What follows belongs to an exercise in optimizing a design on an open flow for small area and a short achievable clock period; a production flow would make more cautious choices. At most, simulation tests tie the RTL to the original design; equivalence was not proved. The RTL of runs 1 and 2 was laid out without a check of its function. No activity file was given, so power comes from the tool's default toggle rates.

`design/flow/flow/run.sh`:
```
#!/bin/bash
# Standard synthesis; its combinational cells re-mapped by ABC for area
# (flip-flops untouched); then the standard layout steps, with buf_1 port
# buffers, a larger setup target for timing repair and a lighter clock tree.
set -euo pipefail
export BUFFER_PORTS_ARGS="-buffer_cell sky130_fd_sc_hd__buf_1"
export SETUP_SLACK_MARGIN=9
export CTS_ARGS="-sink_clustering_enable -repair_clock_nets -buf_list sky130_fd_sc_hd__clkbuf_8 -sink_clustering_size 14 -sink_clustering_max_diameter 80 -dont_use_dummy_load"
bash standard.sh synth > synth.log 2>&1
R=orfs/results/$FLOW_PLATFORM/reduce_instr/base
cp $R/1_2_yosys.v std_synth.v
export REMAP_LIB=$FLOW_HOME/platforms/$FLOW_PLATFORM/lib/sky130_fd_sc_hd__tt_025C_1v80.lib
export REMAP_IN=std_synth.v REMAP_OUT=remapped.v REMAP_TOP=$FLOW_TOP
export REMAP_DONT_USE="$(cat flow/dont_use.txt)"
export REMAP_FAST=flow/fast.abc REMAP_AREA=flow/area.abc
$FLOW_HOME/../tools/install/yosys/bin/yosys -c flow/remap.tcl > remap.log 2>&1
cp remapped.v $R/1_2_yosys.v
rm -f $R/1_synth.odb $R/1_synth.sdc
bash standard.sh finish > finish.log 2>&1
```
`design/flow/flow/area.abc`:
```
strash
dc2
dch -f
amap
```
`design/flow/flow/dont_use.txt`:
```
sky130_fd_sc_hd__probe_p_8
sky130_fd_sc_hd__probec_p_8
sky130_fd_sc_hd__lpflow_bleeder_1
sky130_fd_sc_hd__lpflow_clkbufkapwr_1
sky130_fd_sc_hd__lpflow_clkbufkapwr_16
sky130_fd_sc_hd__lpflow_clkbufkapwr_2
sky130_fd_sc_hd__lpflow_clkbufkapwr_4
sky130_fd_sc_hd__lpflow_clkbufkapwr_8
sky130_fd_sc_hd__lpflow_clkinvkapwr_1
sky130_fd_sc_hd__lpflow_clkinvkapwr_16
sky130_fd_sc_hd__lpflow_clkinvkapwr_2
sky130_fd_sc_hd__lpflow_clkinvkapwr_4
sky130_fd_sc_hd__lpflow_clkinvkapwr_8
sky130_fd_sc_hd__lpflow_decapkapwr_12
sky130_fd_sc_hd__lpflow_decapkapwr_3
sky130_fd_sc_hd__lpflow_decapkapwr_4
sky130_fd_sc_hd__lpflow_decapkapwr_6
sky130_fd_sc_hd__lpflow_decapkapwr_8
sky130_fd_sc_hd__lpflow_inputiso0n_1
sky130_fd_sc_hd__lpflow_inputiso0p_1
sky130_fd_sc_hd__lpflow_inputiso1n_1
sky130_fd_sc_hd__lpflow_inputiso1p_1
sky130_fd_sc_hd__lpflow_inputisolatch_1
sky130_fd_sc_hd__lpflow_isobufsrc_1
sky130_fd_sc_hd__lpflow_isobufsrc_16
sky130_fd_sc_hd__lpflow_isobufsrc_2
sky130_fd_sc_hd__lpflow_isobufsrc_4
sky130_fd_sc_hd__lpflow_isobufsrc_8
sky130_fd_sc_hd__lpflow_isobufsrckapwr_16
sky130_fd_sc_hd__lpflow_lsbuf_lh_hl_isowell_tap_1
sky130_fd_sc_hd__lpflow_lsbuf_lh_hl_isowell_tap_2
sky130_fd_sc_hd__lpflow_lsbuf_lh_hl_isowell_tap_4
sky130_fd_sc_hd__lpflow_lsbuf_lh_isowell_4
sky130_fd_sc_hd__lpflow_lsbuf_lh_isowell_tap_1
sky130_fd_sc_hd__lpflow_lsbuf_lh_isowell_tap_2
sky130_fd_sc_hd__lpflow_lsbuf_lh_isowell_tap_4
```
`design/flow/flow/fast.abc`:
```
strash
dc2
dch
map -B 0.9
```
`design/flow/flow/remap.tcl`:
```
# Re-map the combinational cells of the standard synthesis netlist with ABC's
# default area-oriented script. The flip-flop instances (names, cell types)
# are kept as they are: they are black boxes here.
set lib $::env(REMAP_LIB)
yosys read_liberty -ignore_miss_func -overwrite -setattr liberty_cell $lib
yosys read_verilog $::env(REMAP_IN)
yosys hierarchy -top $::env(REMAP_TOP)
set seq {}
foreach c [split [string trim [exec grep -oE {sky130_fd_sc_hd__[a-z0-9_]+} $::env(REMAP_IN) | sort -u]] "\n"] {
  if { [regexp {__(e?dfxtp|dfrtp|dfstp|dfbbp|sdf|dl)} $c] } { lappend seq $c }
}
yosys blackbox {*}$seq
yosys flatten
yosys opt -purge
set du {}
foreach c $::env(REMAP_DONT_USE) { lappend du -dont_use $c }
yosys select -set cone w:rd_en %cie*
yosys abc -script $::env(REMAP_FAST) -liberty $lib {*}$du @cone
yosys abc -script $::env(REMAP_AREA) -liberty $lib {*}$du
yosys opt_clean -purge
yosys stat -liberty $lib
yosys write_verilog -noattr -nohex -nodec $::env(REMAP_OUT)
```
`design/flow/standard.sh`:
```
#!/bin/bash
# synth_recipe.tcl (not shown) runs the flow's synth.tcl, then flattens the netlist and writes it again
# the make line also repeats each setting of config.mk as NAME=value (left out here)
make -C /OpenROAD-flow-scripts/flow DESIGN_CONFIG=/design/flow/config.mk WORK_HOME=/design/flow/orfs CLKGATE_MAP_FILE= SYNTH_SCRIPT=/design/flow/synth_recipe.tcl "${@:-finish}"
```
`design/flow/config.mk`:
```
export PLATFORM = sky130hd
export DESIGN_NAME = reduce_instr
export DESIGN_NICKNAME = reduce_instr
export VERILOG_FILES = /design/flow/design.v
export SDC_FILE = /design/flow/constraint.sdc
export NUM_CORES = 4
export LEC_CHECK = 0
export ABC_AREA = 1
export CAP_MARGIN = 20
export CORE_MARGIN = 2
export CORE_UTILIZATION = 55
export SLEW_MARGIN = 20
```
`design/flow/constraint.sdc`:
```
create_clock -name core_clock -period 20.0 [get_ports {clk}]
set_input_delay 4.0000 -clock core_clock [delete_from_list [all_inputs] [get_ports {clk}]]
set_output_delay 4.0000 -clock core_clock [all_outputs]
set_load 0.01 [all_outputs]
```
`design/flow/design.v`:
```
`timescale 1ns / 1ns
module reduce_instr (
	input  [81:0] packetIn,
	input  [60:0] new_comm,
	input         clk,
	input         rst,
	output        rd_en,
	output [84:0] packetOut
);
function [5:0] addr6;
	input [5:0] i;
	addr6 = {i[5], i[5]^i[2], i[4], i[4]^i[1], i[3], i[3]^i[0]};
endfunction
function [8:0] expand;
	input [5:0] a;
	expand = {1'b0, a[5:4], 1'b0, a[3:2], 1'b0, a[1:0]};
endfunction
function [5:0] rank_addr;
	input [8:0] r;
	rank_addr = (r[8:6] == 3'd0) ? addr6(r[5:0]) : 6'd0;
endfunction
reg        t_v    [0:3];
reg [8:0]  t_x    [0:3];
reg        t_is7  [0:3];
reg        t_rz   [0:3];
reg [2:0]  t_ch   [0:3];
reg [3:0]  t_lg   [0:3];
reg [5:0]  t_p1   [0:3];
reg [5:0]  t_p2   [0:3];
reg [5:0]  t_p3   [0:3];
wire wr = new_comm[60] && (new_comm[59:54] == 6'd0);
wire [1:0] wsel = new_comm[53:52];
wire       w_is7 = (new_comm[42:34] == 9'd7);
wire [8:0] w_x = w_is7 ? new_comm[51:43] : new_comm[42:34];
integer n;
always @(posedge clk) begin
	for (n = 0; n < 4; n = n + 1) begin
		if (rst)
			t_v[n] <= 1'b0;
		else if (wr && wsel == n)
			t_v[n] <= 1'b1;
		if (wr && wsel == n) begin
			t_x[n]    <= w_x;
			t_is7[n]  <= w_is7;
			t_rz[n]   <= (new_comm[44:43] == 2'd0);
			t_ch[n]   <= new_comm[33:31];
			t_lg[n]   <= new_comm[30:27];
			t_p3[n]   <= rank_addr(new_comm[26:18]);
			t_p2[n]   <= rank_addr(new_comm[17:9]);
			t_p1[n]   <= rank_addr(new_comm[8:0]);
		end
	end
end
wire [7:0] pkt_context = packetIn[53:46];
wire [1:0] cs = pkt_context[1:0];
wire       row_valid = (pkt_context[7:2] == 6'd0) && t_v[cs];
reg  [8:0] t_lr [0:3];
always @(*)
	for (n = 0; n < 4; n = n + 1)
		t_lr[n] = t_is7[n] ? 9'd7 : t_x[n];
wire [8:0] x_u = t_x[cs];
wire       is7_u = t_is7[cs];
wire [8:0] lr_u = t_lr[cs];
wire [3:0] lg4_u = t_lg[cs];
wire [2:0] ch_u = t_ch[cs];
wire [2:0] lg_u = lg4_u[2:0];
reg  [3:0] rs;
reg        rz;
reg  [5:0] p1, p2, p3;
always @(*) begin
	rz = 0; p1 = 0; p2 = 0; p3 = 0;
	for (n = 0; n < 4; n = n + 1) begin
		rs[n] = (pkt_context == n) && t_v[n];
		rz   = rz   | (rs[n] & t_rz[n]);
		p1   = p1   | ({6{rs[n]}} & t_p1[n]);
		p2   = p2   | ({6{rs[n]}} & t_p2[n]);
		p3   = p3   | ({6{rs[n]}} & t_p3[n]);
	end
end
wire [8:0] lr  = {9{row_valid}} & lr_u;
wire       is7 = row_valid & is7_u;
wire [8:0] root_if7 = {9{row_valid}} & x_u;    
wire [3:0] lg4 = {4{row_valid}} & lg4_u;
wire [2:0] ch  = {3{row_valid}} & ch_u;
wire [2:0] lg  = lg4[2:0];
wire [5:0] fa3 = (lr[1:0] == 2'd0 && ch[2] == 1'b0) ? addr6({ch[1:0], lg4}) : 6'd0;
wire [5:0] fa4 = (rz && lr[8] == 1'b0) ? addr6(lr[7:2]) : 6'd0;
function [5:0] fsel;
	input [2:0] k;
	input en;
	input [5:0] a0, a1, a2, a3, a4;
	begin
		fsel = 6'd0;
		if (en) case (k)
			3'd0: fsel = a0;
			3'd1: fsel = a1;
			3'd2: fsel = a2;
			3'd3: fsel = a3;
			3'd4: fsel = a4;
			default: fsel = 6'd0;
		endcase
	end
endfunction
wire [7:0] tag_raw   = packetIn[45:38];
wire [7:0] lgmask    = ~(8'hFF << lg);
wire [7:0] t_tag     = tag_raw & lgmask;
wire [8:0] t_rank    = packetIn[62:54];
wire [3:0] t_op      = packetIn[35:32];
wire       from_guest = (packetIn[71:63] != 9'd0);
wire       vin       = packetIn[81];
wire op_bc   = (t_op == 4'b0111);
wire op_ring = (t_op == 4'b1001);
wire op_dbl  = (t_op == 4'b1110) || (t_op == 4'b1010);
reg [8:0] dst_ring;
reg       home_ring;
wire rd_en_ring = home_ring || !from_guest;
always @(posedge clk) begin
	if (rst) begin
		home_ring <= 1'b0;
		dst_ring  <= 9'd0;
	end else if (vin) begin
		dst_ring  <= home_ring ? 9'd0 : is7 ? root_if7 : (lr < 9'd63) ? expand(addr6(lr[5:0] + 6'd1)) : 9'd0;
		home_ring <= from_guest && !home_ring && op_ring;
	end else
		dst_ring  <= 9'd0;
end
wire [4:0] ku = {2'b0, lg} - {2'b0, ch} - 5'd1;
wire [5:0] dst_uptree = (lr == 9'd0) ? 6'd0 : fsel(ku[2:0], !ku[4] && !ku[3], p1, p2, p3, fa3, fa4);
reg [5:0] dst_bcast;
reg [3:0] sa_b;
reg       home_b, send_home_b, one_child;
wire [5:0] kb = {3'b0, lg} - {3'b0, ch} + {2'b0, sa_b};
wire rd_en_bcast_u = (lr_u == 9'd0) ? ({2'b0, ch_u} == {1'b0, sa_b} + 5'd2) :
                     (ch_u == 3'd1) ? one_child : (home_b || lr_u[0]);
wire rd_en_bcast = row_valid && rd_en_bcast_u;
always @(posedge clk) begin
	if (rst) begin
		dst_bcast <= 6'd0;
		sa_b      <= 4'd0;
		home_b    <= 1'b0;
		one_child <= 1'b0;
	end else if (vin) begin
		if (ch != 3'd0 && sa_b == {1'b0, ch} - 4'd1) begin
			sa_b   <= 4'd0;
			home_b <= (lr != 9'd0);
		end else begin
			if (!home_b && op_bc) sa_b <= sa_b + 4'd1;
			home_b <= 1'b0;
		end
		case (ch)
			3'd0: dst_bcast <= 6'd0;
			3'd1: dst_bcast <= one_child ? 6'd0 : p3;
			default: dst_bcast <= send_home_b ? 6'd0 : fsel(kb[2:0], kb[5:3] == 3'd0, p1, p2, p3, fa3, fa4);
		endcase
		one_child <= (ch == 3'd1) && !one_child && op_bc;
	end
end
always @(posedge clk)
	send_home_b <= rst ? 1'b0 : home_b;
wire [2:0] tx = t_tag[2:0] ^ lr[2:0];
wire [1:0] hidx = tx[2] ? 2'd0 : tx[1] ? 2'd1 : tx[0] ? 2'd2 : 2'd0;
wire       tag_eq8 = (t_tag == lr[7:0]);
reg  [5:0] dst_halving;
always @(posedge clk) begin
	if (rst)
		dst_halving <= 6'd0;
	else if (vin)
		dst_halving <= tag_eq8 ? 6'd0 : (hidx == 2'd2) ? p3 : (hidx == 2'd1) ? p2 : p1;
end
reg [5:0] dst_doubling;
reg [3:0] sa_d;
reg       home_d, send_home_d;
wire [9:0] tt = {1'b0, t_rank};
wire [9:0] ll = {1'b0, lr_u};
wire [9:0] e = ~(tt ^ ll);
wire [9:0] u = tt & ~ll;
wire [9:0] d = ~tt & ll;
function [10:0] pfx_down;
	input [9:0] g, p;
	reg [9:0] G, P, G2, P2;
	integer i, st;
	begin
		G = g; P = p;
		for (st = 1; st < 10; st = st * 2) begin
			for (i = 0; i < 10; i = i + 1) begin
				if (i + st < 10) begin
					G2[i] = G[i] | (P[i] & G[i+st]);
					P2[i] = P[i] & P[i+st];
				end else begin
					G2[i] = G[i];
					P2[i] = P[i];
				end
			end
			G = G2; P = P2;
		end
		pfx_down = {1'b0, G};
	end
endfunction
function [10:0] pfx_up;
	input [9:0] g, p;
	reg [9:0] G, P, G2, P2;
	integer i, st;
	begin
		G = g; P = p;
		for (st = 1; st < 10; st = st * 2) begin
			for (i = 0; i < 10; i = i + 1) begin
				if (i >= st) begin
					G2[i] = G[i] | (P[i] & G[i-st]);
					P2[i] = P[i] & P[i-st];
				end else begin
					G2[i] = G[i];
					P2[i] = P[i];
				end
			end
			G = G2; P = P2;
		end
		pfx_up = {G, 1'b0};
	end
endfunction
reg  [10:0] eqh, eql;   
integer a;
always @(*) begin
	eqh[10] = 1'b1;
	for (a = 9; a >= 0; a = a - 1) eqh[a] = eqh[a+1] & e[a];
	eql[0] = 1'b1;
	for (a = 0; a < 10; a = a + 1) eql[a+1] = eql[a] & e[a];
end
wire [10:0] b  = pfx_up(d, e);
wire [10:0] pp1 = pfx_down(u & {eqh[10:1]}, d) ;
wire [10:0] mm1 = pfx_down(d & {eqh[10:1]}, u) ;
reg  [9:0]  zm_u;      
reg  [9:0]  zt;        
reg  [10:0] zh, oh;    
always @(*) begin
	for (a = 0; a < 10; a = a + 1) begin
		zh[a] = b[a] ? pp1[a] : eqh[a];
		oh[a] = b[a] ? eqh[a] : mm1[a];
		zm_u[a] = zh[a] | (oh[a] & ~eql[a]);
	end
	zh[10] = 1'b1; oh[10] = 1'b1;
	zt[9] = 1'b1;
	for (a = 8; a >= 0; a = a - 1)
		zt[a] = zt[a+1] & ~t_rank[a];
end
reg dh_u;
always @(*) begin
	dh_u = (lg_u == 3'd0) & eqh[0];
	for (a = 0; a < 7; a = a + 1)
		dh_u = dh_u | ((lg_u == a + 1) & eql[a] & (pp1[a] | mm1[a]));
end
wire [4:0] tq = {2'b0, lg_u} - 5'd2 - {1'b0, sa_d};
reg eq_t;
always @(*) begin
	eq_t = (tq == 5'd0) & eqh[0];
	for (a = 1; a < 6; a = a + 1)
		eq_t = eq_t | ((tq == a) & zm_u[a] & ~zm_u[a-1]);
end
wire rd_en_doubling = row_valid ? (from_guest ? (home_d || dh_u) : eq_t)
                                : (from_guest && (home_d || zt[0]));
wire [9:0] zm = row_valid ? zm_u : zt;
wire diff_half = row_valid ? dh_u : zt[0];
reg [3:0] base2;
always @(*) begin
	base2 = 4'd0;
	for (a = 1; a < 10; a = a + 1)
		base2 = base2 | ({4{zm[a] & ~zm[a-1]}} & a);
end
wire [4:0] sb       = {1'b0, sa_d} + {1'b0, base2};           
wire [5:0] xd       = {3'b0, lg} - 6'd1 - {1'b0, sb};         
always @(posedge clk) begin
	if (rst) begin
		dst_doubling <= 6'd0;
		sa_d         <= 4'd0;
		home_d       <= 1'b0;
	end else if (vin) begin
		if ((xd == 6'd0) && !home_d) begin
			sa_d   <= 4'd0;
			home_d <= from_guest;
		end else begin
			if (op_dbl && !home_d) sa_d <= sa_d + 4'd1;
			home_d <= 1'b0;
		end
		dst_doubling <= (send_home_d || diff_half) ? 6'd0 : fsel(xd[2:0], xd[5:3] == 3'd0, p1, p2, p3, fa3, fa4);
	end
end
always @(posedge clk)
	send_home_d <= rst ? 1'b0 : home_d;
assign rd_en = op_dbl ? rd_en_doubling : op_ring ? rd_en_ring : op_bc ? rd_en_bcast : 1'b1;
wire [8:0] pkt_dst = packetIn[80:72];
wire mfm = (pkt_dst == 9'd0) && row_valid;
reg [8:0] dsel;
reg [2:0] csel;
always @(*) begin
	dsel = 9'd0;
	csel = 3'd0;
	case (t_op)
		4'b0101, 4'b0110, 4'b1000: dsel = expand(dst_halving);
		4'b0111: dsel = expand(dst_bcast);
		4'b1001: dsel = dst_ring;
		4'b1010: dsel = expand(dst_doubling);
		4'b1011: dsel = expand(dst_uptree);
		4'b1100: begin dsel = expand(dst_uptree); csel = ch; end
		4'b1101, 4'b1111: begin
			dsel = expand(dst_halving);
			csel = (tag_eq8 && !lr[8]) ? lg : {1'b0, hidx};
		end
		4'b1110: begin
			dsel = expand(dst_doubling);
			csel = (send_home_d || diff_half) ? lg : (sb[2:0] - {2'b0, xd[5]});
		end
		default: ;
	endcase
end
wire fwd = mfm && (dsel != 9'd0);
reg [8:0]  dst_o;
reg [2:0]  children;
reg [7:0]  tag;
reg [31:0] payload;
reg [7:0]  contextId;
reg [3:0]  op;
reg [1:0]  algtype;
reg [8:0]  rank_o, src_o;
reg        valid;
always @(posedge clk) begin
	if (rst) begin
		dst_o    <= 9'd0;
		children <= 3'd0;
		tag      <= 8'd0;
	end else begin
		dst_o    <= pkt_dst | (mfm ? dsel : 9'd0);
		children <= mfm ? csel : 3'd0;
		tag      <= tag_raw;
	end
	if (rst || !vin) begin
		payload   <= 32'd0;
		contextId <= 8'd0;
		op        <= 4'd0;
		algtype   <= 2'd0;
		rank_o    <= 9'd0;
		src_o     <= 9'd0;
		valid     <= 1'b0;
	end else begin
		payload   <= packetIn[31:0];
		contextId <= pkt_context;
		op        <= t_op;
		algtype   <= packetIn[37:36];
		rank_o    <= fwd ? lr : t_rank;
		src_o     <= fwd ? 9'd0 : packetIn[71:63];
		valid     <= 1'b1;
	end
end
assign packetOut = {children, valid, dst_o, src_o, rank_o, contextId, tag, algtype, op, payload};
endmodule
```
==> flow_metrics.env, run 1 <==
export IMPL_run_status="timing/DRC/antenna clean"
export IMPL_antenna_cells=0
export IMPL_io_pin_count=231
export IMPL_vias_per_cell=5.92
export IMPL_post_drt_wl_per_cell_um=18.9
export IMPL_design_power_total_uw=991
export IMPL_final_core_util_pct=65.7
export IMPL_grt_max_degree=55
export IMPL_floorplan_core_area_um2=24400
export IMPL_globalplace_congestion=1.01
export IMPL_syn_nets=1770
export IMPL_groute_usage_overall_pct=31.6
export IMPL_clockBufferDepth=3
export IMPL_drc_errors=0
export IMPL_postRouteAntennaNets=0
export IMPL_r2r_setup_slack_ns=13.07
export IMPL_layout_cells_sized_above_1_pct=8.69
export IMPL_dieHeight_um=162
export IMPL_htree_num_levels=1
export IMPL_setup_repair_after_global_routing_missed_its_margin="false"
export IMPL_dr_total_vias=13200
export IMPL_vdd_drop_max_mv=0.0635
export IMPL_first_pass_iters=9
export IMPL_clock_sinks=274
export IMPL_worst_setup_hold_path_clk_slew_ns=0.09
export IMPL_min_period_over_period_pct=54.0
export IMPL_skew_ns=0.0854
export IMPL_placement_rows=57
export IMPL_number_of_nets_in_the_finished_design=2057
export IMPL_min_path_type="reg2reg"
export IMPL_cts_buffers_inserted=24
export IMPL_post_cts_hold_buffer_count=0
export IMPL_antenna_violations_before_repair=0
export IMPL_setup_worst_path_end_class="output pin"
export IMPL_timing_critical_path_required_ns=16.00
export IMPL_postSynthCellCount=1625
export IMPL_synth_area_um2=13700
export IMPL_timing_fmax_ghz=0.0925
export IMPL_syn2layout_area_growth_pct=17.0
export IMPL_category_of_the_worst_setup_path_launch_point="primary input"
export IMPL_final_setup_margin_ns=9.19
export IMPL_post_route_min_period_ns=10.81
export IMPL_worst_skew_pair_late_latency_ns=0.59
export IMPL_slew_headroom_pct=25.8
export IMPL_criticalPathCategory="in2out"
export IMPL_maxCapViolCount=0
export IMPL_clk_root_buffer_cell="sky130_fd_sc_hd__clkbuf_8"
export IMPL_cts_tree="yes"
export IMPL_worstMarginPinSlew_ns=1.11
export IMPL_critPathMaxFanout=13
export IMPL_pleak_nw=5.20
export IMPL_hpwl_um=31700
export IMPL_wl_um=42300
export IMPL_number_of_pins_exceeding_their_max_slew_limit_in_the_final_report=0
export IMPL_numPortBuffers=230
export IMPL_setup_total_negative_slack_ns=0
export IMPL_wire_length_of_the_first_global_routing_pass_um=65100
export IMPL_timing_critical_path_arrival_ns=6.81
export IMPL_die_area_um2=26200
export IMPL_total_count_of_hold_check_failures_in_the_final_report=0
export IMPL_drt_initial_drc_count=1437
export IMPL_die_w_um=162
export IMPL_first_global_vias=12400
export IMPL_detailedPlace_worstSlack_ns=7.54
export IMPL_power_per_cell_area_nw_per_um2=61.8
export IMPL_globalRouteOverflowTotal=0
export IMPL_finalHoldWorstSlack_ns=0.450
export IMPL_yosysWarningCount=11
export IMPL_fillerInstances=2159
export IMPL_initial_utilization_pct=56.2
export IMPL_report_final_setup_viol=0
export IMPL_synth_avg_cell_area_um2=8.43
## per-stage QoR
step	area [um^2]	cells
global route	16000	2234
finish	16000	2234
detailed placement	15100	2196
CTS	15600	2226
global placement	15100	2196
floorplan	13700	1625
## worst max-delay path, stage by stage
cell                       delay (ns)
sky130_fd_sc_hd__buf_12          0.14
sky130_fd_sc_hd__nor2_4          0.21
sky130_fd_sc_hd__buf_6           0.14
sky130_fd_sc_hd__nand3_1         0.06
sky130_fd_sc_hd__nand2_1         0.12
sky130_fd_sc_hd__clkinv_1        0.07
sky130_fd_sc_hd__nand2_1         0.14
sky130_fd_sc_hd__nand2_1         0.13
sky130_fd_sc_hd__clkinv_1        0.13
sky130_fd_sc_hd__nand3_1         0.10
sky130_fd_sc_hd__nand2_1         0.10
sky130_fd_sc_hd__nand2_1         0.07
sky130_fd_sc_hd__nand4_1         0.21
sky130_fd_sc_hd__nand2_1         0.09
sky130_fd_sc_hd__nand2_1         0.12
sky130_fd_sc_hd__nand2_1         0.09
sky130_fd_sc_hd__nand2_1         0.08
sky130_fd_sc_hd__nand2_1         0.06
sky130_fd_sc_hd__nand3_1         0.13
sky130_fd_sc_hd__nand2_1         0.07
sky130_fd_sc_hd__nand2_1         0.06
sky130_fd_sc_hd__nand3_1         0.08
sky130_fd_sc_hd__nand3_1         0.07
sky130_fd_sc_hd__nand2_1         0.07
sky130_fd_sc_hd__a21oi_2         0.13
sky130_fd_sc_hd__buf_2           0.14
## final timing paths
check | from | endpoint | cells past startpoint
hold / removal | t_v[2] | t_v[2] | 2
setup reg to reg | t_is7[1] | sa_d[3] | 31
hold reg to reg | t_v[2] | t_v[2] | 2
setup / recovery | packetIn[46] | rd_en | 26
## flip-flops by register name, summed over array words and instances (netlist names), 12 cells and up
register and cells:
t_ch 12, t_x 36, t_p1 24, t_p2 24, payload 32, t_p3 24
t_lg 16
## final cells by class
type / count / area (um^2) / area share [%]
Sequential cell: 274 / 6930 / 43.2
Multi-Input combinational cell: 1125 / 6340 / 39.6
Timing Repair Buffer: 261 / 1140 / 7.09
Inverter: 226 / 887 / 5.53
Tap cell: 324 / 405 / 2.53
Clock buffer: 24 / 330 / 2.06
## per-layer routing
metal / vias up / routed length [um] / part of all wire, % / global-route usage (%)
met4: 0 / 1660 / 3.9 / 12.1
met3: 114 / 4290 / 10 / 5.36
li1: 6327 / - / - / -
met1: 6066 / 17700 / 42 / 44.4
met2: 721 / 18700 / 44 / 49.1
met5: - / 0 / 0 / 0
## report_power, final
group	switching, mW	internal (mW)	total [mW]
combinational	0.0748	0.0356	0.110
clock	0.174	0.107	0.281
sequential	0.00270	0.597	0.600
## cell usage in the layout (no fill, tap or decap), types with 24 or more instances in the layout
cell	instances
sky130_fd_sc_hd__buf_1	227
sky130_fd_sc_hd__clkinv_1	212
sky130_fd_sc_hd__nand2_1	210
sky130_fd_sc_hd__nor2_1	199
sky130_fd_sc_hd__edfxtp_1	144
sky130_fd_sc_hd__dfxtp_1	130
sky130_fd_sc_hd__o21ai_0	83
sky130_fd_sc_hd__nor2b_1	72
sky130_fd_sc_hd__nand3_1	67
sky130_fd_sc_hd__o22ai_1	60
sky130_fd_sc_hd__a21oi_1	51
sky130_fd_sc_hd__nor3_1	45
sky130_fd_sc_hd__buf_4	28
sky130_fd_sc_hd__a221oi_1	25
sky130_fd_sc_hd__clkbuf_8	24
## what timing repair did
item,CTS,global route
pin swaps,2,17
gates cloned,0,0
setup buffers,6,8
resized for setup,39,111
endpoints found under the setup margin,8,24
==> run 2, diff against run 1 <==
--- a/design/flow/config.mk
+++ b/design/flow/config.mk
@@ -8,5 +8,5 @@
 export ABC_AREA = 1
 export CAP_MARGIN = 20
 export CORE_MARGIN = 2
-export CORE_UTILIZATION = 55
+export CORE_UTILIZATION = 60
 export SLEW_MARGIN = 20
==> flow_metrics.env, run 2 <==
export IMPL_number_of_pins_exceeding_their_max_slew_limit_in_the_final_report=0
export IMPL_max_flop_register="t_x"
export IMPL_post_drt_wl_per_cell_um=18.8
export IMPL_initial_utilization_pct=60.9
export IMPL_drt_initial_drc_count=1590
export IMPL_biggestRegsByFlops="t_x (36), payload (32)"
export IMPL_grt_max_degree=55
export IMPL_worstMarginPinSlew_ns=1.07
export IMPL_timing_critical_path_required_ns=16.00
export IMPL_setup_worst_path_end_class="output pin"
export IMPL_syn2layout_area_growth_pct=14.9
export IMPL_skew_ns=0.0759
export IMPL_stdcell_count=2191
export IMPL_clk_root_buffer_cell="sky130_fd_sc_hd__clkbuf_8"
export IMPL_number_of_nets_in_the_finished_design=2053
export IMPL_setup_repair_after_global_routing_missed_its_margin="true"
export IMPL_fillerInstances=1828
export IMPL_synth_avg_cell_area_um2=8.43
export IMPL_die_w_um=155
export IMPL_place_inst=2154
export IMPL_holdCritStartpoint="t_v[3]"
export IMPL_globalplace_congestion=0.977
export IMPL_largest_register_ffs=36
export IMPL_min_period_over_period_pct=54.9
export IMPL_clockBufferDepth=3
export IMPL_final_setup_margin_ns=9.03
export IMPL_groute_usage_overall_pct=33.2
export IMPL_post_route_min_period_ns=10.97
export IMPL_htree_num_levels=1
export IMPL_globalRouteOverflowTotal=0
export IMPL_timing_reg2reg_worst_path_depth=34
export IMPL_first_pass_iters=6
export IMPL_dieHeight_um=155
export IMPL_numPortBuffers=230
export IMPL_yosysWarningCount=11
export IMPL_antenna_cells=0
export IMPL_floorplan_core_area_um2=22500
export IMPL_post_cts_hold_buffer_count=0
export IMPL_launch_instance_of_the_worst_register_to_register_path="t_is7[1]"
export IMPL_timing_fmax_ghz=0.0912
export IMPL_criticalPathCategory="in2out"
export IMPL_category_of_the_worst_setup_path_launch_point="primary input"
export IMPL_worst_setup_hold_path_clk_slew_ns=0.08
export IMPL_dr_total_vias=13400
export IMPL_io_pin_count=231
export IMPL_report_final_setup_viol=0
export IMPL_total_count_of_hold_check_failures_in_the_final_report=0
export IMPL_maxCapViolCount=0
export IMPL_critPathTopFamily="simple AND/OR/NAND/NOR gates"
export IMPL_clock_sinks=274
export IMPL_pleak_nw=5.15
export IMPL_hpwl_um=30800
export IMPL_die_area_um2=24100
export IMPL_power_per_cell_area_nw_per_um2=62.7
export IMPL_slew_headroom_pct=28.7
export IMPL_hold_end="t_v[3]"
export IMPL_cts_tree="yes"
export IMPL_wl_um=41100
export IMPL_wire_length_of_the_first_global_routing_pass_um=63500
export IMPL_antenna_violations_before_repair=0
export IMPL_vias_per_cell=6.10
export IMPL_slowest_stage="sky130_fd_sc_hd__nor2_1"
export IMPL_postSynthCellCount=1625
export IMPL_cpMostUsedCell="sky130_fd_sc_hd__nand2_1"
export IMPL_first_global_vias=11900
export IMPL_drc_errors=0
export IMPL_final_cell_mix="227 x sky130_fd_sc_hd__buf_1, 221 x sky130_fd_sc_hd__nand2_1, 217 x sky130_fd_sc_hd__clkinv_1, 210 x sky130_fd_sc_hd__nor2_1, 144 x sky130_fd_sc_hd__edfxtp_1"
export IMPL_detailedPlace_worstSlack_ns=7.68
export IMPL_setup_total_negative_slack_ns=0
export IMPL_final_common_cell="sky130_fd_sc_hd__buf_1"
export IMPL_critPathMaxFanout=14
export IMPL_r2r_setup_slack_ns=13.08
export IMPL_worst_skew_pair_late_latency_ns=0.60
export IMPL_timing_critical_path_slowest_cell_delay_ns=0.46
export IMPL_postRouteAntennaNets=0
export IMPL_min_path_type="reg2reg"
export IMPL_placement_rows=55
export IMPL_synth_area_um2=13700
export IMPL_timing_critical_path_arrival_ns=6.97
export IMPL_cts_buffers_inserted=24
export IMPL_hold_path_cell_count=2
export IMPL_vdd_drop_max_mv=0.0682
export IMPL_layout_cells_sized_above_1_pct=6.45
export IMPL_run_status="timing/DRC/antenna clean"
export IMPL_syn_nets=1770
export IMPL_crit_buf_inv=4
export IMPL_critical_path_reg2reg_endpoint="sa_d[3]"
[run 2: cell count changes in the layout (fill, tap and decap cells not counted), moves of 4 or more]
cell	delta
sky130_fd_sc_hd__clkinv_1	+5
sky130_fd_sc_hd__inv_2	-4
sky130_fd_sc_hd__nor2_4	-8
sky130_fd_sc_hd__nand2_4	-5
sky130_fd_sc_hd__nor2_1	+11
sky130_fd_sc_hd__o21ai_0	+6
sky130_fd_sc_hd__nand2_2	-5
sky130_fd_sc_hd__buf_4	-5
sky130_fd_sc_hd__nand2_1	+11
[run 2: worst max path at each step]
stage,from,to,slack (ns),depth (start not counted)
4_1_cts,packetIn[47],rd_en,9.00,25
3_3_place_gp,packetIn[47],rd_en,7.87,26
3_5_place_dp,packetIn[47],rd_en,7.68,26
6_report,packetIn[47],rd_en,9.03,26
2_1_floorplan,packetIn[47],rd_en,9.06,24
5_1_grt,packetIn[46],rd_en,8.71,26
[run 2: metrics by stage]
stage	utilization [%]	hold slack [ns]	cell area, um^2	power, mW
after floorplan	-	0.414	13700	0.668
after global placement	67.0	0.434	15100	0.706
after detailed placement	67.0	0.451	15100	0.708
after CTS	69.4	0.465	15600	0.983
after global routing	70.0	0.495	15700	1.02
final	70.0	0.459	15700	0.986
[run 2: layout make-up]
class / count / area [um^2] / area share, %
flip-flops and latches: 274 / 6930 / 44.0
multi-input cells: 1125 / 6150 / 39.1
repair buffers: 257 / 1100 / 6.97
inverters: 226 / 880 / 5.59
well taps: 285 / 357 / 2.26
clock buffers: 24 / 330 / 2.10
[run 2: metal layers]
metal	GRT usage [%]	share of wire [%]	routed length, um	up-vias
met4	12.9	4.1	1680	0
met3	5.82	10	4310	140
met1	46.7	41	17000	6117
li1	-	-	-	6320
met5	0	0	0	-
met2	51.6	44	18100	786
[run 2: what timing repair did]
| item | in CTS | in global routing |
|---|---|---|
| gates cloned | 0 | 0 |
| resized for setup | 59 | 24 |
| setup endpoints to repair | 3 | 17 |
| hold endpoints to repair | 0 | 0 |
| buffers inserted | 8 | 3 |
| pin swaps | 5 | 4 |
[run 2: tightest hold or removal path, stage by stage (launching register included)]
cell and delay (ns):
sky130_fd_sc_hd__dfxtp_1 0.32, sky130_fd_sc_hd__clkinv_1 0.05, sky130_fd_sc_hd__a21oi_1 0.05
[run 2: report_power, final]
group | leakage [nW] | switching (mW) | total [mW] | internal (mW)
Clock | 0.173 | 0.176 | 0.283 | 0.107
Combinational | 2.77 | 0.0705 | 0.104 | 0.0338
Sequential | 2.21 | 0.00244 | 0.600 | 0.597
==> run 3, diff against run 2 <==
--- a/design/flow/design.v
+++ b/design/flow/design.v
@@ -54,13 +54,9 @@
 wire [7:0] pkt_context = packetIn[53:46];
 wire [1:0] cs = pkt_context[1:0];
 wire       row_valid = (pkt_context[7:2] == 6'd0) && t_v[cs];
-reg  [8:0] t_lr [0:3];
-always @(*)
-	for (n = 0; n < 4; n = n + 1)
-		t_lr[n] = t_is7[n] ? 9'd7 : t_x[n];
 wire [8:0] x_u = t_x[cs];
 wire       is7_u = t_is7[cs];
-wire [8:0] lr_u = t_lr[cs];
+wire [8:0] lr_u = is7_u ? 9'd7 : x_u;
 wire [3:0] lg4_u = t_lg[cs];
 wire [2:0] ch_u = t_ch[cs];
 wire [2:0] lg_u = lg4_u[2:0];
--- a/design/flow/config.mk
+++ b/design/flow/config.mk
@@ -8,5 +8,5 @@
 export ABC_AREA = 1
 export CAP_MARGIN = 20
 export CORE_MARGIN = 2
-export CORE_UTILIZATION = 60
+export CORE_UTILIZATION = 70
 export SLEW_MARGIN = 20
==> flow_metrics.env, run 3 <==
export IMPL_timing_fmax_ghz=0.0901
export IMPL_run_status="timing/DRC/antenna clean"
export IMPL_synth_area_um2=13500
export IMPL_clk_root_buffer_cell="sky130_fd_sc_hd__clkbuf_8"
export IMPL_layout_cells_sized_above_1_pct=11.8
export IMPL_area_sequential_um2=6930
export IMPL_groute_usage_overall_pct=44.9
export IMPL_final_common_cell="sky130_fd_sc_hd__buf_1"
export IMPL_final_setup_margin_ns=8.90
export IMPL_worst_setup_hold_path_clk_slew_ns=0.10
export IMPL_synth_avg_cell_area_um2=8.43
export IMPL_setup_repair_after_global_routing_missed_its_margin="false"
export IMPL_max_flop_register="t_x"
export IMPL_report_final_setup_viol=0
export IMPL_detailedPlace_worstSlack_ns=7.62
export IMPL_worstMarginPinSlew_ns=1.15
export IMPL_maxCapViolCount=0
export IMPL_biggestRegsByFlops="t_x (36), payload (32)"
export IMPL_drc_errors=0
export IMPL_fillerInstances=979
export IMPL_min_period_over_period_pct=55.5
export IMPL_slew_headroom_pct=21.1
export IMPL_timing_critical_path_arrival_ns=7.10
export IMPL_drt_initial_drc_count=3117
export IMPL_largest_register_ffs=36
export IMPL_number_of_nets_in_the_finished_design=2059
export IMPL_cts_tree="yes"
export IMPL_timing_critical_path_required_ns=16.00
export IMPL_syn_nets=1747
export IMPL_wire_length_of_the_first_global_routing_pass_um=70700
export IMPL_criticalPathCategory="in2out"
export IMPL_setup_worst_path_start="packetIn[47]"
export IMPL_post_route_min_period_ns=11.10
export IMPL_initial_utilization_pct=71.7
export IMPL_clockBufferDepth=3
export IMPL_worst_skew_pair_late_latency_ns=0.62
export IMPL_floorplan_core_area_um2=18800
export IMPL_number_of_pins_exceeding_their_max_slew_limit_in_the_final_report=0
export IMPL_setup_total_negative_slack_ns=0
export IMPL_power_clock_fraction_pct=28.7
export IMPL_power_per_cell_area_nw_per_um2=64.7
export IMPL_yosysWarningCount=10
export IMPL_syn2layout_area_growth_pct=19.3
export IMPL_placement_rows=50
export IMPL_wl_um=52700
export IMPL_postRouteAntennaNets=0
export IMPL_first_pass_iters=20
export IMPL_die_w_um=143
export IMPL_total_count_of_hold_check_failures_in_the_final_report=0
export IMPL_die_area_um2=20400
export IMPL_postSynthCellCount=1602
export IMPL_comb_power_share_pct=13.8
export IMPL_clock_sinks=274
export IMPL_io_pin_count=231
export IMPL_globalplace_congestion=1.10
export IMPL_vias_per_cell=6.94
export IMPL_skew_ns=0.0753
export IMPL_htree_num_levels=1
export IMPL_switchingPower_uw=297
export IMPL_category_of_the_worst_setup_path_launch_point="primary input"
export IMPL_numPortBuffers=230
export IMPL_hpwl_um=31900
export IMPL_antenna_violations_before_repair=1
export IMPL_final_cell_mix="227 x sky130_fd_sc_hd__buf_1, 220 x sky130_fd_sc_hd__nor2_1, 213 x sky130_fd_sc_hd__clkinv_1, 179 x sky130_fd_sc_hd__nand2_1, 144 x sky130_fd_sc_hd__edfxtp_1"
export IMPL_setup_worst_path_end_class="output pin"
export IMPL_power_sequential_fraction_pct=57.5
export IMPL_holdCritStartpoint="dst_bcast[1]"
export IMPL_power_switching_share_pct=28.5
export IMPL_grt_max_degree=54
export IMPL_post_drt_wl_per_cell_um=24.2
export IMPL_launch_instance_of_the_worst_register_to_register_path="t_is7[0]"
export IMPL_cts_buffers_inserted=23
export IMPL_power_report_internal_total_uw=746
export IMPL_post_cts_hold_buffer_count=0
export IMPL_multi_input_area_um2=6220
export IMPL_dieHeight_um=143
export IMPL_critPathMaxFanout=15
export IMPL_pleak_nw=5.41
export IMPL_min_path_type="reg2reg"
export IMPL_vdd_drop_max_mv=0.0845
export IMPL_globalRouteOverflowTotal=0
export IMPL_dr_total_vias=15100
export IMPL_first_global_vias=13200
run 3: cell count changes in the layout (fill, tap and decap cells not counted), moves of 11 or more:
cell,change
sky130_fd_sc_hd__o21a_1,+18
sky130_fd_sc_hd__o21ai_0,-26
sky130_fd_sc_hd__nand2_2,+41
sky130_fd_sc_hd__o221a_1,-12
sky130_fd_sc_hd__a221oi_1,-19
sky130_fd_sc_hd__nand3_1,-25
sky130_fd_sc_hd__nand2_1,-42
sky130_fd_sc_hd__a22o_1,-14
sky130_fd_sc_hd__o22ai_1,-11
sky130_fd_sc_hd__nand4_1,-11
sky130_fd_sc_hd__a211oi_1,+11
sky130_fd_sc_hd__buf_4,+26
run 3: area by class of cell:
type                    instances  area share (%)
diodes                          1          0.0155
well taps                     260            2.02
repair buffers                285            8.53
flip-flops and latches        274            43.0
inverters                     236            5.80
clock buffers                  23            1.96
repair inverters                2          0.0932
multi-input cells            1092            38.6
run 3: layer usage:
layer / global-route usage, % / wire length (um) / vias up
met5: 0 / 0 / -
met4: 24.1 / 5410 / 0
met3: 11.1 / 8400 / 556
met2: 72.8 / 22300 / 1720
met1: 55.4 / 16500 / 6600
li1: - / - / 6214
run 3: what timing repair did:
item	in CTS	in global routing
gates cloned	0	2
resized for setup	74	118
setup endpoints to repair	9	20
buffers inserted	8	32
pin swaps	9	42
run 3: final timing paths:
kind	to	slack, ns	depth (start not counted)
setup reg to reg	sa_d[3]	12.87	30
hold reg to reg	dst_bcast[1]	0.47	2
setup / recovery	rd_en	8.90	25
hold / removal	dst_bcast[1]	0.47	2
run 3: power by group through the flow:
| stage | registers, mW | clock network (mW) | logic (mW) |
|---|---|---|---|
| final | 0.600 | 0.300 | 0.144 |
| after global routing | 0.601 | 0.306 | 0.152 |
| after CTS | 0.600 | 0.276 | 0.116 |
| after detailed placement | 0.613 | 0 | 0.107 |
| after global placement | 0.612 | 0 | 0.103 |
| after floorplan | 0.616 | 0 | 0.0600 |
run 3: critical path, cell delays in order:
cell and delay [ns]:
sky130_fd_sc_hd__buf_12 0.15, sky130_fd_sc_hd__clkinv_8 0.11, sky130_fd_sc_hd__nand2_2 0.14, sky130_fd_sc_hd__clkinv_2 0.13, sky130_fd_sc_hd__nand2_1 0.24, sky130_fd_sc_hd__nand2_1 0.14
sky130_fd_sc_hd__nor2_4 0.19, sky130_fd_sc_hd__nand2_4 0.11, sky130_fd_sc_hd__nand2_1 0.11, sky130_fd_sc_hd__nand2_2 0.09, sky130_fd_sc_hd__nor3_4 0.16, sky130_fd_sc_hd__nand3_2 0.17
sky130_fd_sc_hd__buf_4 0.18, sky130_fd_sc_hd__nand2_1 0.07, sky130_fd_sc_hd__clkinv_1 0.06, sky130_fd_sc_hd__nand2_1 0.10, sky130_fd_sc_hd__nand3_2 0.16, sky130_fd_sc_hd__o21ai_2 0.17
sky130_fd_sc_hd__nand2_1 0.06, sky130_fd_sc_hd__nand3_1 0.07, sky130_fd_sc_hd__nor2_1 0.05, sky130_fd_sc_hd__nand2_1 0.08, sky130_fd_sc_hd__nand2_1 0.07, sky130_fd_sc_hd__a21oi_2 0.14
sky130_fd_sc_hd__buf_2 0.14
run 3: stage by stage:
step	cell area [um^2]	util, %	power (mW)	cells	hold WS [ns]
3_5_place_dp	14900	79.0	0.720	2106	0.447
2_1_floorplan	13500	-	0.676	1602	0.415
3_3_place_gp	14800	78.7	0.715	2104	0.429
6_report	16100	85.6	1.04	2173	0.465
5_1_grt	16100	85.6	1.06	2172	0.478
4_1_cts	15500	82.2	0.992	2137	0.460
==> run 4, diff against run 3 <==
==> design/flow/flow/fast.abc (replaced) <==
strash
&get -n
&st
&syn2
&if -g -K 6
&synch2
&nf
&put
--- a/design/flow/config.mk
+++ b/design/flow/config.mk
@@ -8,5 +8,5 @@
 export ABC_AREA = 1
 export CAP_MARGIN = 20
 export CORE_MARGIN = 2
-export CORE_UTILIZATION = 70
+export CORE_UTILIZATION = 60
 export SLEW_MARGIN = 20
==> flow_metrics.env, run 4 <==
export IMPL_design_area_um2=16600
export IMPL_number_of_pins_exceeding_their_max_slew_limit_in_the_final_report=0
export IMPL_clk_root_buffer_cell="sky130_fd_sc_hd__clkbuf_8"
export IMPL_groute_usage_overall_pct=38.4
export IMPL_placement_cell_area_um2=15200
export IMPL_io_pin_count=231
export IMPL_hpwl_um=33900
export IMPL_globalplace_congestion=1.06
export IMPL_clock_sinks=274
export IMPL_yosysWarningCount=10
export IMPL_power_per_cell_area_nw_per_um2=59.9
export IMPL_layout_cells_sized_above_1_pct=10.1
export IMPL_numPortBuffers=230
export IMPL_total_count_of_hold_check_failures_in_the_final_report=0
export IMPL_placement_rows=55
export IMPL_syn2layout_area_growth_pct=19.7
export IMPL_multi_input_area_um2=6720
export IMPL_htree_num_levels=1
export IMPL_first_global_vias=12900
export IMPL_setup_repair_after_global_routing_missed_its_margin="true"
export IMPL_critPathMaxFanout=8
export IMPL_timing_critical_path_arrival_ns=7.38
export IMPL_synth_avg_cell_area_um2=9.22
export IMPL_post_route_min_period_ns=11.38
export IMPL_power_report_internal_total_uw=744
export IMPL_report_final_setup_viol=0
export IMPL_globalRouteOverflowTotal=0
export IMPL_dieHeight_um=156
export IMPL_grt_max_degree=58
export IMPL_min_period_over_period_pct=56.9
export IMPL_post_drt_wl_per_cell_um=22.8
export IMPL_vdd_drop_max_mv=0.0662
export IMPL_timing_fmax_ghz=0.0879
export IMPL_max_flop_register="t_x"
export IMPL_min_path_type="reg2reg"
export IMPL_holdCritStartpoint="dst_bcast[2]"
export IMPL_worst_skew_pair_late_latency_ns=0.58
export IMPL_first_pass_iters=7
export IMPL_category_of_the_worst_setup_path_launch_point="primary input"
export IMPL_antenna_violations_before_repair=3
export IMPL_die_w_um=156
export IMPL_place_inst=2028
export IMPL_area_sequential_um2=6930
export IMPL_timing_critical_path_required_ns=16.00
export IMPL_power_switching_share_pct=25.0
export IMPL_clockBufferDepth=3
export IMPL_number_of_nets_in_the_finished_design=1969
export IMPL_stdcell_count=2108
export IMPL_final_cell_mix="227 x sky130_fd_sc_hd__nor2_1, 225 x sky130_fd_sc_hd__buf_1, 169 x sky130_fd_sc_hd__clkinv_1, 144 x sky130_fd_sc_hd__edfxtp_1, 130 x sky130_fd_sc_hd__dfxtp_1"
export IMPL_syn_nets=1645
export IMPL_comb_power_share_pct=11.1
export IMPL_final_common_cell="sky130_fd_sc_hd__nor2_1"
export IMPL_worstMarginPinSlew_ns=1.06
export IMPL_dr_total_vias=13800
export IMPL_drt_initial_drc_count=1818
export IMPL_skew_ns=0.0551
export IMPL_largest_register_ffs=36
export IMPL_initial_utilization_pct=61.1
export IMPL_setup_worst_path_end_class="output pin"
export IMPL_fillerInstances=1665
export IMPL_pleak_nw=5.20
export IMPL_biggestRegsByFlops="t_x (36), payload (32)"
export IMPL_cts_buffers_inserted=24
export IMPL_wl_um=48000
export IMPL_wire_length_of_the_first_global_routing_pass_um=71600
export IMPL_floorplan_core_area_um2=22600
export IMPL_drc_errors=0
export IMPL_setup_total_negative_slack_ns=0
export IMPL_postRouteAntennaNets=0
export IMPL_power_clock_fraction_pct=28.5
export IMPL_criticalPathCategory="in2out"
export IMPL_slew_headroom_pct=29.2
export IMPL_run_status="timing/DRC/antenna clean"
export IMPL_worst_setup_hold_path_clk_slew_ns=0.08
export IMPL_switchingPower_uw=248
export IMPL_vias_per_cell=6.56
export IMPL_power_sequential_fraction_pct=60.4
export IMPL_cts_tree="yes"
export IMPL_postSynthCellCount=1500
export IMPL_synth_area_um2=13800
export IMPL_finalHoldWorstSlack_ns=0.463
export IMPL_die_area_um2=24300
export IMPL_maxCapViolCount=0
export IMPL_setup_worst_path_start="packetIn[47]"
export IMPL_launch_instance_of_the_worst_register_to_register_path="t_is7[1]"
[run 4: per-layer routing]
layer	vias up	part of all wire, %	global-route usage, %
met1	6337	37	50.9
met3	205	13	9.03
li1	6202	-	-
met5	-	0.027	0
met4	2	5.0	17.1
met2	1081	45	60.6
[run 4: per-stage QoR]
| step | worst slack [ns] | utilization (%) | total power, mW |
|---|---|---|---|
| final | 8.62 | 73.1 | 0.992 |
| after global routing | 8.54 | 73.1 | 1.02 |
| after CTS | 8.68 | 72.0 | 0.981 |
| after detailed placement | 7.74 | 67.2 | 0.704 |
| after global placement | 7.78 | 67.1 | 0.702 |
| after floorplan | 9.02 | - | 0.663 |
[run 4: power groups by stage]
stage	Sequential (mW)	Combinational, mW	Clock (mW)
finish	0.600	0.110	0.283
detailed placement	0.613	0.0918	0
CTS	0.600	0.102	0.279
global placement	0.612	0.0898	0
floorplan	0.616	0.0467	0
global route	0.600	0.117	0.303
[run 4: final cells by class]
cell class / instances / area share, %
inverters: 178 / 4.12
repair buffers: 296 / 9.26
clock buffers: 24 / 2.00
multi-input cells: 1050 / 40.6
well taps: 285 / 2.15
flip-flops and latches: 274 / 41.9
diodes: 1 / 0.0151
[run 4: final timing paths]
check,endpoint,slack [ns],depth (start not counted)
setup / recovery,rd_en,8.62,16
hold / removal,dst_bcast[2],0.46,2
setup reg to reg,sa_d[3],12.58,25
hold reg to reg,dst_bcast[2],0.46,2
[run 4: repair_timing]
item                                    in CTS  in global routing
gates resized for setup                     86                 31
cloned                                       5                  0
pin swaps                                   20                 18
buffers inserted                            37                 12
hold buffers                                 0                  0
endpoints found under the setup margin       1                 13
[run 4: worst max-delay path, stage by stage]
cell,delay [ns]
sky130_fd_sc_hd__buf_8,0.10
sky130_fd_sc_hd__buf_12,0.13
sky130_fd_sc_hd__mux4_2,0.49
sky130_fd_sc_hd__clkinvlp_4,0.21
sky130_fd_sc_hd__nand2_2,0.15
sky130_fd_sc_hd__clkinv_2,0.15
sky130_fd_sc_hd__a211o_1,0.34
sky130_fd_sc_hd__and3b_2,0.28
sky130_fd_sc_hd__nor3_4,0.30
sky130_fd_sc_hd__nor2_1,0.12
sky130_fd_sc_hd__a211oi_2,0.29
sky130_fd_sc_hd__nor4_1,0.09
sky130_fd_sc_hd__a2111o_1,0.32
sky130_fd_sc_hd__o22ai_2,0.19
sky130_fd_sc_hd__a21oi_2,0.08
sky130_fd_sc_hd__buf_2,0.14
==> run 5, diff against run 4 <==
--- a/design/flow/flow/run.sh
+++ b/design/flow/flow/run.sh
@@ -4,7 +4,7 @@
 # buffers, a larger setup target for timing repair and a lighter clock tree.
 set -euo pipefail
 export BUFFER_PORTS_ARGS="-buffer_cell sky130_fd_sc_hd__buf_1"
-export SETUP_SLACK_MARGIN=9
+export SETUP_SLACK_MARGIN=8.5
 export CTS_ARGS="-sink_clustering_enable -repair_clock_nets -buf_list sky130_fd_sc_hd__clkbuf_8 -sink_clustering_size 14 -sink_clustering_max_diameter 80 -dont_use_dummy_load"
 bash standard.sh synth > synth.log 2>&1
 R=orfs/results/$FLOW_PLATFORM/reduce_instr/base
==> design/flow/flow/fast.abc (replaced) <==
strash
dc2
dch
map -B 0.9
==> flow_metrics.env, run 5 <==
export IMPL_r2r_setup_slack_ns=13.16
export IMPL_setup_worst_path_end_class="output pin"
export IMPL_wire_length_of_the_first_global_routing_pass_um=62800
export IMPL_min_period_over_period_pct=56.2
export IMPL_critical_path_endpoint="rd_en"
export IMPL_largest_register_ffs=36
export IMPL_slowest_stage="sky130_fd_sc_hd__or2_2"
export IMPL_synth_avg_cell_area_um2=8.43
export IMPL_htree_num_levels=1
export IMPL_crit_buf_inv=8
export IMPL_slew_headroom_pct=23.0
export IMPL_vias_per_cell=5.98
export IMPL_yosysWarningCount=10
export IMPL_setup_repair_after_global_routing_missed_its_margin="false"
export IMPL_clock_sinks=274
export IMPL_cp_depth=28
export IMPL_groute_usage_overall_pct=33.6
export IMPL_total_count_of_hold_check_failures_in_the_final_report=0
export IMPL_stdcell_count=2166
export IMPL_report_final_setup_viol=0
export IMPL_fillerInstances=1821
export IMPL_globalplace_congestion=0.997
export IMPL_min_path_type="reg2reg"
export IMPL_final_common_cell="sky130_fd_sc_hd__nand2_1"
export IMPL_skew_ns=0.0566
export IMPL_run_status="timing/DRC/antenna clean"
export IMPL_numPortBuffers=230
export IMPL_initial_utilization_pct=61.5
export IMPL_post_cts_hold_buffer_count=0
export IMPL_timing_critical_path_arrival_ns=7.23
export IMPL_launch_instance_of_the_worst_register_to_register_path="t_is7[3]"
export IMPL_pleak_nw=5.13
export IMPL_category_of_the_worst_setup_path_launch_point="primary input"
export IMPL_setup_worst_path_start="packetIn[46]"
export IMPL_globalRouteOverflowTotal=0
export IMPL_post_drt_wl_per_cell_um=18.7
export IMPL_wl_um=40500
export IMPL_timing_critical_path_slowest_cell_delay_ns=0.29
export IMPL_criticalPathCategory="in2out"
export IMPL_maxCapViolCount=0
export IMPL_postSynthCellCount=1602
export IMPL_io_pin_count=231
export IMPL_clk_root_buffer_cell="sky130_fd_sc_hd__clkbuf_8"
export IMPL_antenna_violations_before_repair=1
export IMPL_drc_errors=0
export IMPL_cts_buffers_inserted=23
export IMPL_first_pass_iters=7
export IMPL_die_area_um2=23700
export IMPL_die_w_um=154
export IMPL_worst_skew_pair_late_latency_ns=0.58
export IMPL_timing_critical_path_required_ns=16.00
export IMPL_hpwl_um=30200
export IMPL_critPathTopFamily="simple AND/OR/NAND/NOR gates"
export IMPL_setup_total_negative_slack_ns=0
export IMPL_number_of_pins_exceeding_their_max_slew_limit_in_the_final_report=0
export IMPL_placement_rows=54
export IMPL_syn_nets=1747
export IMPL_worst_setup_hold_path_clk_slew_ns=0.09
export IMPL_critPathMaxFanout=11
export IMPL_first_global_vias=11800
export IMPL_cts_tree="yes"
export IMPL_clockBufferDepth=3
export IMPL_biggestRegsByFlops="t_x (36), payload (32)"
export IMPL_post_route_min_period_ns=11.23
export IMPL_layout_cells_sized_above_1_pct=5.73
export IMPL_postRouteAntennaNets=0
export IMPL_dieHeight_um=154
export IMPL_worstMarginPinSlew_ns=1.13
export IMPL_place_inst=2126
export IMPL_power_per_cell_area_nw_per_um2=63.9
export IMPL_number_of_nets_in_the_finished_design=2032
export IMPL_drt_initial_drc_count=1389
export IMPL_cpMostUsedCell="sky130_fd_sc_hd__nand2_1"
export IMPL_final_cell_mix="229 x sky130_fd_sc_hd__nand2_1, 227 x sky130_fd_sc_hd__nor2_1, 227 x sky130_fd_sc_hd__buf_1, 226 x sky130_fd_sc_hd__clkinv_1, 144 x sky130_fd_sc_hd__edfxtp_1"
export IMPL_finalHoldWorstSlack_ns=0.450
export IMPL_timing_reg2reg_worst_path_depth=31
export IMPL_synth_area_um2=13500
export IMPL_syn2layout_area_growth_pct=14.5
export IMPL_timing_fmax_ghz=0.0890
export IMPL_max_flop_register="t_x"
export IMPL_floorplan_core_area_um2=22000
export IMPL_dr_total_vias=12900
export IMPL_vdd_drop_max_mv=0.0661
export IMPL_grt_max_degree=58
export IMPL_critical_path_reg2reg_endpoint="sa_d[3]"
==> run 5: final cells by class <==
cell class              instances  area [um^2]  share of cell area (%)
repair buffers                259         1090                    7.05
clock buffers                  23          317                    2.05
repair inverters                1         5.00                  0.0324
flip-flops and latches        274         6930                    44.8
well taps                     280          350                    2.27
inverters                     236          910                    5.88
diodes                          1         2.50                  0.0162
multi-input cells            1092         5860                    37.9
==> run 5: worst reg2reg max path: cells and delay by family, from the launching register on <==
kind	cells	cell delay [ns]
compound gates	11	3.05
buf+inv	3	0.37
flops	1	0.33
simple gates	17	2.94
==> run 5: per-layer routing <==
layer	wire [um]	GRT usage [%]	part of all wire, %
met4	1660	13.1	4.1
met1	16500	45.9	41
met3	4130	5.92	10
met5	13	0	0.032
met2	18200	53.8	45
==> run 5: per-stage QoR <==
stage	worst slack (ns)	cell area (um^2)	utilization, %	total power, mW
finish	8.77	15500	70.4	0.989
global route	8.47	15500	70.4	1.02
CTS	8.53	15300	69.5	0.984
detailed placement	7.13	14900	67.7	0.718
global placement	7.30	14900	67.7	0.716
floorplan	8.82	13500	-	0.676
==> run 5: power breakdown <==
part           total [mW]  internal [mW]  switching (mW)  leakage, nW
combinational       0.117         0.0371          0.0796         2.75
sequential          0.600          0.597         0.00243         2.21
clock               0.273          0.103           0.170        0.165
total               0.989          0.737           0.252         5.13
==> run 5: worst min path at each step <==
stage | start | end | slack, ns | cells after the start
global placement | t_v[2] | t_v[2] | 0.43 | 2
CTS | t_v[2] | t_v[2] | 0.45 | 2
floorplan | t_v[2] | t_v[2] | 0.41 | 2
detailed placement | t_v[2] | t_v[2] | 0.44 | 2
global route | t_v[2] | t_v[2] | 0.48 | 2
finish | t_v[2] | t_v[2] | 0.45 | 2
==> run 5: timing repair <==
action | 4_1_cts | 5_1_grt
gates resized for setup | 23 | 34
setup endpoints to repair | 6 | 1
gates cloned | 1 | 0
hold endpoints to repair | 0 | 0
pin swaps | 2 | 4
buffers inserted | 3 | 12
==> run 6, diff against run 5 <==
--- a/design/flow/flow/run.sh
+++ b/design/flow/flow/run.sh
@@ -4,7 +4,7 @@
 # buffers, a larger setup target for timing repair and a lighter clock tree.
 set -euo pipefail
 export BUFFER_PORTS_ARGS="-buffer_cell sky130_fd_sc_hd__buf_1"
-export SETUP_SLACK_MARGIN=8.5
+export SETUP_SLACK_MARGIN=9.5
 export CTS_ARGS="-sink_clustering_enable -repair_clock_nets -buf_list sky130_fd_sc_hd__clkbuf_8 -sink_clustering_size 14 -sink_clustering_max_diameter 80 -dont_use_dummy_load"
 bash standard.sh synth > synth.log 2>&1
 R=orfs/results/$FLOW_PLATFORM/reduce_instr/base
==> flow_metrics.env, run 6 <==
export IMPL_setup_repair_after_global_routing_missed_its_margin="true"
export IMPL_final_common_cell="sky130_fd_sc_hd__buf_1"
export IMPL_worstMarginPinSlew_ns=1.26
export IMPL_place_inst=2126
export IMPL_post_route_min_period_ns=10.96
export IMPL_syn_nets=1747
export IMPL_globalRouteOverflowTotal=0
export IMPL_max_flop_register="t_x"
export IMPL_dieHeight_um=154
export IMPL_final_core_util_pct=73.0
export IMPL_timing_fmax_ghz=0.0913
export IMPL_r2r_setup_slack_ns=13.68
export IMPL_syn2layout_area_growth_pct=18.7
export IMPL_critical_path_endpoint="rd_en"
export IMPL_wire_length_of_the_first_global_routing_pass_um=66200
export IMPL_worst_setup_hold_path_clk_slew_ns=0.09
export IMPL_power_per_cell_area_nw_per_um2=62.6
export IMPL_die_area_um2=23700
export IMPL_number_of_nets_in_the_finished_design=2055
export IMPL_wl_um=42400
export IMPL_cts_buffers_inserted=23
export IMPL_dr_total_vias=13400
export IMPL_post_drt_wl_per_cell_um=19.4
export IMPL_setup_worst_path_start="packetIn[47]"
export IMPL_clock_sinks=274
export IMPL_total_count_of_hold_check_failures_in_the_final_report=0
export IMPL_numPortBuffers=230
export IMPL_clockBufferDepth=3
export IMPL_antenna_cells=0
export IMPL_die_w_um=154
export IMPL_number_of_pins_exceeding_their_max_slew_limit_in_the_final_report=0
export IMPL_cpMostUsedCell="sky130_fd_sc_hd__nand2_2"
export IMPL_initial_utilization_pct=61.5
export IMPL_antenna_violations_before_repair=1
export IMPL_clk_root_buffer_cell="sky130_fd_sc_hd__clkbuf_8"
export IMPL_worst_skew_pair_late_latency_ns=0.56
export IMPL_setup_worst_path_end_class="output pin"
export IMPL_cts_tree="yes"
export IMPL_skew_ns=0.0406
export IMPL_stdcell_count=2188
export IMPL_biggestRegsByFlops="t_x (36), payload (32)"
export IMPL_min_period_over_period_pct=54.8
export IMPL_postSynthCellCount=1602
export IMPL_grt_max_degree=58
export IMPL_design_area_um2=16000
export IMPL_first_pass_iters=8
export IMPL_pleak_nw=5.35
export IMPL_groute_usage_overall_pct=35.1
export IMPL_layout_cells_sized_above_1_pct=10.3
export IMPL_final_cell_mix="227 x sky130_fd_sc_hd__buf_1, 217 x sky130_fd_sc_hd__nor2_1, 215 x sky130_fd_sc_hd__clkinv_1, 197 x sky130_fd_sc_hd__nand2_1, 144 x sky130_fd_sc_hd__edfxtp_1"
export IMPL_hpwl_um=31400
export IMPL_globalplace_congestion=0.993
export IMPL_maxCapViolCount=0
export IMPL_vias_per_cell=6.11
export IMPL_floorplan_core_area_um2=22000
export IMPL_timing_reg2reg_worst_path_depth=32
export IMPL_vdd_drop_max_mv=0.0875
export IMPL_placement_cell_area_um2=15000
export IMPL_slowest_stage="sky130_fd_sc_hd__or2_4"
export IMPL_timing_critical_path_arrival_ns=6.96
export IMPL_timing_critical_path_required_ns=16.00
export IMPL_slew_headroom_pct=15.4
export IMPL_critical_path_reg2reg_endpoint="sa_d[3]"
export IMPL_htree_num_levels=1
export IMPL_criticalPathCategory="in2out"
export IMPL_run_status="timing/DRC/antenna clean"
export IMPL_report_final_setup_viol=0
export IMPL_first_global_vias=12500
export IMPL_category_of_the_worst_setup_path_launch_point="primary input"
export IMPL_drt_initial_drc_count=1464
export IMPL_critPathMaxFanout=14
export IMPL_yosysWarningCount=10
export IMPL_placement_rows=54
export IMPL_synth_area_um2=13500
export IMPL_io_pin_count=231
export IMPL_min_path_type="reg2reg"
export IMPL_largest_register_ffs=36
export IMPL_setup_total_negative_slack_ns=0
export IMPL_postRouteAntennaNets=0
export IMPL_post_cts_hold_buffer_count=0
export IMPL_drc_errors=0
export IMPL_launch_instance_of_the_worst_register_to_register_path="t_x[2][4]"
export IMPL_synth_avg_cell_area_um2=8.43
export IMPL_timing_critical_path_slowest_cell_delay_ns=0.25
-- run 6: layer usage --
layer  global-route usage (%)  wire length (um)  share of wire (%)
met1                     46.4             16400                 39
met2                     58.5             19600                 46
met3                     5.38              4400                 10
met4                     13.8              1950                4.6
met5                        0                12              0.028
-- run 6: metrics by stage --
step	hold slack [ns]	power, mW	worst slack (ns)
after floorplan	0.415	0.678	9.51
after global placement	0.429	0.717	8.15
after detailed placement	0.445	0.720	7.95
after CTS	0.459	0.996	9.19
after global routing	0.469	1.03	8.86
final	0.458	1.00	9.04
-- run 6: critical path, delay by kind of cell --
kind / cells / cell delay (ns)
simple gates: 22 / 2.18
buf+inv: 6 / 0.67
compound gates: 1 / 0.12
-- run 6: area by class of cell --
cell class	instances	area, um^2
Clock buffer	23	317
Fill cell	1664	5920
Tap cell	280	350
Multi-Input combinational cell	1092	6140
Timing Repair Buffer	283	1350
Sequential cell	274	6930
Inverter	236	947
-- run 6: how the worst min path moves through the flow --
stage	endpoint	slack (ns)	depth (start not counted)	from
5_1_grt	t_v[2]	0.47	2	t_v[2]
6_report	t_v[2]	0.46	2	t_v[2]
4_1_cts	t_v[2]	0.46	2	t_v[2]
2_1_floorplan	t_v[2]	0.41	2	t_v[2]
3_5_place_dp	t_v[2]	0.45	2	t_v[2]
3_3_place_gp	t_v[3]	0.43	2	t_v[3]
-- run 6: where the power goes --
group          switching [mW]  internal, mW  leakage, nW
clock network           0.169         0.103        0.165
registers             0.00245         0.597         2.21
logic                  0.0867        0.0447         2.97
total                   0.258         0.745         5.35
-- run 6: timing repair --
item / CTS / global route
resized for setup: 109 / 40
pin swaps: 29 / 17
setup buffers: 27 / 12
endpoints found under the setup margin: 28 / 31

==> static timing again, ports no longer ideal <==
Ports are ideal in the flow. The routed layouts listed here were re-timed in OpenROAD.
Step 1: set_driving_cell puts a clkbuf_16 on clk and a buf_2 on each other input, an assumption about the parent block.
Step 2, shift: input delay + t, output delay - t, t = (earliest + latest rising clock arrival at the registers) / 2. This alone moves slack from input paths to output paths.
Slacks: ideal / step 1 / step 2; pairs: ideal / step 1.
run | shift t [ns] | slack for setup (ns) | worst setup path at the end | cell pins on the clock port's net
run 1 | 0.597 | 9.194 / 9.146 / 8.717 | input to register | 1
run 2 | 0.609 | 9.029 / 8.997 / 8.951 | input to register | 1
run 3 | 0.629 | 8.897 / 8.828 / 8.544 | input to register | 1
run 4 | 0.597 | 8.622 / 8.580 / 8.580 | input to output | 1
run 5 | 0.597 | 8.770 / 8.750 / 8.455 | input to register | 1
run 6 | 0.587 | 9.043 / 8.982 / 8.982 | input to output | 1
After both steps every run listed still meets setup and hold. For run 1, which loses most, drivers alone change the setup slack by -0.048 ns; drivers and shift together by -0.477 ns.
